Context: an optimization exercise on an open-source flow, tuned for small area and a short achievable clock period. The choices shown serve that exercise and are no tape-out recipe.
Function was checked by simulation only, so behaviour that the tests miss may differ from the original.
Power is estimated from default activity; no workload was simulated.

== run 1 ==
## Project
module Project(
      input clock,
      input reset,
      output [7:0]  imem_addr,
      input  [15:0] imem_data,
      output [15:0] dmem_addr,
      output [15:0] dmem_wdata,
      output        dmem_we,
      input  [15:0] dmem_rdata,
      output        wb_en,
      output [2:0]  wb_dest,
      output [15:0] wb_data
  );
  wire stall_n;
  wire zero;
  reg  [7:0]  pc;
  reg  [15:0] ir;         
  reg         id_jmp;     
  reg         id_st;      
  reg         id_br;      
  wire [3:0]  if_op = imem_data[15:12];
  wire [7:0]  br8 = {{2{ir[5]}}, ir[5:0]};
  wire [7:0]  pc_inc = pc + 8'd1;
  wire [7:0]  pc_next = id_jmp ? br8 : id_br ? pc_inc + br8 : pc_inc;
  always @(posedge clock) begin
    if (reset) begin
      pc <= 8'd0;
      ir[15:3] <= 13'd0;
      id_jmp <= 1'b0;
      id_st <= 1'b0;
      id_br <= 1'b0;
    end else if (stall_n) begin
      pc <= pc_next;
      ir[15:3] <= imem_data[15:3];
      id_jmp <= if_op == 4'd14;
      id_st <= if_op == 4'd12;
      id_br <= (if_op == 4'd13) & zero;
    end
  end
  always @(posedge clock)
    if (stall_n) ir[2:0] <= imem_data[2:0];
  wire [3:0] op = ir[15:12];
  wire [2:0] rd = ir[11:9];
  wire [2:0] rs = ir[8:6];
  ...
Settings: LEC_CHECK=0, CAP_MARGIN=20, CORE_MARGIN=2, CORE_UTILIZATION=60, SLEW_MARGIN=20; clock period 8.0 ns.
standard.sh (not shown) runs the stock make flow with config.mk's settings and CLKGATE_MAP_FILE= SYNTH_SCRIPT=/design/flow/synth_recipe.tcl, a recipe that flattens the netlist after the stock synthesis.
==> flow/flow/run.sh <==
#!/bin/bash
set -euo pipefail
export SETUP_SLACK_MARGIN=5.3
export BUFFER_PORTS_ARGS="-buffer_cell sky130_fd_sc_hd__buf_1"
bash standard.sh > standard.log 2>&1
#### Input delta (run 2 over run 1)
# run 1
export LEC_CHECK = 0
export CAP_MARGIN = 20
export CORE_MARGIN = 2
export CORE_UTILIZATION = 60
export SLEW_MARGIN = 20
create_clock -name core_clock -period 8.0 [get_ports {clock}]
# run 2
export LEC_CHECK = 0
export CAP_MARGIN = 20
export CORE_MARGIN = 2
export CORE_UTILIZATION = 70
export CTS_BUF_LIST = sky130_fd_sc_hd__clkbuf_8
export CTS_CLUSTER_SIZE = 20
export PLACE_DENSITY = 0.75
export SLEW_MARGIN = 20
create_clock -name core_clock -period 8.0 [get_ports {clock}]
- [run 2] total power fell about 1.8% relative to run 1
- Going from run 1 to run 2, share of cell area taken by flip-flops and latches grows by 0.35 points.
- Compared with run 1, in run 2 routed wire length on met2 went down; multi-input logic area fell by 0.92%.
- Comparing run 1 and run 2, the lower proportion of power drawn by the clock network is on run 2.
- Delta (run 2 minus run 1): final period utilization grew by 0.59 points, sequential group power barely changed.
- Run 2 does worse than run 1 on worst setup slack.
- Diff run 1 and run 2: signed area change from the synthesized netlist to the final layout higher in run 1
- Non-clock buffer count | run 2 below run 1
- All of run 1 and run 2 finish clean.
- Number of global-route vias before repair in run 2 is 702 higher than in run 1
Modified inputs, run 3 compared to run 2
# run 2
export LEC_CHECK = 0
export CAP_MARGIN = 20
export CORE_MARGIN = 2
export CORE_UTILIZATION = 70
export CTS_BUF_LIST = sky130_fd_sc_hd__clkbuf_8
export CTS_CLUSTER_SIZE = 20
export PLACE_DENSITY = 0.75
export SLEW_MARGIN = 20
create_clock -name core_clock -period 8.0 [get_ports {clock}]
# run 3
export LEC_CHECK = 0
export CAP_MARGIN = 20
export CORE_MARGIN = 2
export CORE_UTILIZATION = 60
export CTS_BUF_LIST = sky130_fd_sc_hd__clkbuf_8
export CTS_CLUSTER_SIZE = 20
export SLEW_MARGIN = 20
create_clock -name core_clock -period 8.0 [get_ports {clock}]
[summary]
In the reports for run 3 and run 2, the smaller routed wire length belongs to run 3. Run 3 | status: complete | timing, DRC, antenna: pass. In the flow results for run 3 and run 2, the register-to-register slack is larger on run 3. sky130_fd_sc_hd__or3_4 as the cell with the largest stage delay on the worst path was reported by run 2, and sky130_fd_sc_hd__dfxtp_4 by run 3. met2 capacity usage during global routing ends up higher on run 2. | worst stage delay on the critical path | run 2 vs run 3 | ≈ equal |.
For run 4, these inputs were changed with respect to run 3:
# run 3
export LEC_CHECK = 0
export CAP_MARGIN = 20
export CORE_MARGIN = 2
export CORE_UTILIZATION = 60
export CTS_BUF_LIST = sky130_fd_sc_hd__clkbuf_8
export CTS_CLUSTER_SIZE = 20
export SLEW_MARGIN = 20
create_clock -name core_clock -period 8.0 [get_ports {clock}]
# run 4
export LEC_CHECK = 0
export CAP_MARGIN = 20
export CORE_MARGIN = 2
export CORE_UTILIZATION = 50
export SETUP_SLACK_MARGIN = 5
export SLEW_MARGIN = 20
create_clock -name core_clock -period 8.0 [get_ports {clock}]
==> flow/run.sh (new file) <==
#!/bin/bash
# synth_recipe.tcl (not shown) runs the flow's synth.tcl, then flattens the netlist and writes it again
# the make line also repeats each setting of config.mk as NAME=value (left out here)
make -C /OpenROAD-flow-scripts/flow DESIGN_CONFIG=/design/flow/config.mk WORK_HOME=/design/flow/orfs CLKGATE_MAP_FILE= SYNTH_SCRIPT=/design/flow/synth_recipe.tcl finish
removed: flow/flow/run.sh
removed: flow/standard.sh
==> comparison <==
In the tables for run 3 and run 4, H-tree depth reads lower with run 4. The final layouts of run 3 and run 4 pass the timing, DRC and antenna checks. Run 4 vs run 3: CTS buffer count down in run 4. Lower relative area of clock buffers and inverters in the final design was reported by run 3, not run 4. Run 4 has initial standard-cell utilization of the core below what run 3 had. Per the comparison of run 4 with run 3, met2 routed wirelength comparable; worst setup slack now smaller; total length of routed wires now smaller. Relative to run 3, critical path depth increased by 1 in run 4.
Input changes introduced in run 5 (baseline for comparison: run 4):
# run 4
export LEC_CHECK = 0
export CAP_MARGIN = 20
export CORE_MARGIN = 2
export CORE_UTILIZATION = 50
export SETUP_SLACK_MARGIN = 5
export SLEW_MARGIN = 20
create_clock -name core_clock -period 8.0 [get_ports {clock}]
# run 5
export LEC_CHECK = 0
export CAP_MARGIN = 20
export CORE_MARGIN = 2
export CORE_UTILIZATION = 50
export SLEW_MARGIN = 20
create_clock -name core_clock -period 8.0 [get_ports {clock}]
==> flow/flow/run.sh (new file) <==
#!/bin/bash
set -euo pipefail
export SETUP_SLACK_MARGIN=5.6
export BUFFER_PORTS_ARGS="-buffer_cell sky130_fd_sc_hd__buf_2"
bash standard.sh > standard.log 2>&1
==> flow/standard.sh (new file) <==
#!/bin/bash
# synth_recipe.tcl (not shown) runs the flow's synth.tcl, then flattens the netlist and writes it again
# the make line also repeats each setting of config.mk as NAME=value (left out here)
make -C /OpenROAD-flow-scripts/flow DESIGN_CONFIG=/design/flow/config.mk WORK_HOME=/design/flow/orfs CLKGATE_MAP_FILE= SYNTH_SCRIPT=/design/flow/synth_recipe.tcl "${@:-finish}"
removed: flow/run.sh
### Flow results
- Run 4 reports its end point of the critical path as wb_dest[0] while run 5 reports wb_data[10].
- Changes observed in run 5 relative to run 4: total detailed-routing wirelength rose 9.1%, final-layout clock-cell area share fell 1.3 points, relative contribution of the clock network to total power fell 4.5 points, area overhead of the layout relative to synthesis rose 16 points, overall power of the completed layout rose 9.7%.
- The cell depth of the worst setup path in run 5 was lower than what run 4 gave.
- Measured against each other, run 5 and run 4 differ in core utilization, the lower figure coming from run 4.

-- port drivers added, routing unchanged --
In the flow no input, the clock included, has a driving cell. The finished layouts below were timed again as built, in two steps.
Step 1 sets driving cells, clkbuf_16 on the clock port and buf_2 on the other inputs (assumed; they add their load-dependent delay and slew).
Step 2 moves the port delays by t, midway between the first and last clock arrival at a register: inputs arrive t later, outputs are due t later. That takes back most of the time a late clock gives input paths.
a / b / c = ideal / step 1 / step 2; a / b = the first two.
| run | shift t [ns] | setup WS [ns] | worst register clock-pin slew, ns | worst data-port slew with drivers (ns) |
|---|---|---|---|---|
| run 1 | 0.621 | 5.240 / 5.185 / 5.036 | 0.07 / 0.07 | 0.04 |
| run 2 | 0.621 | 5.193 / 5.143 / 4.971 | 0.07 / 0.07 | 0.04 |
| run 3 | 0.621 | 5.310 / 5.261 / 5.078 | 0.07 / 0.07 | 0.04 |
| run 4 | 0.637 | 5.006 / 4.950 / 5.033 | 0.07 / 0.07 | 0.04 |
| run 5 | 0.625 | 5.293 / 5.237 / 5.263 | 0.08 / 0.08 | 0.03 |
After both steps every run listed still meets setup and hold. For run 3, which loses most, drivers alone change the setup slack by -0.049 ns; drivers and shift together by -0.232 ns.
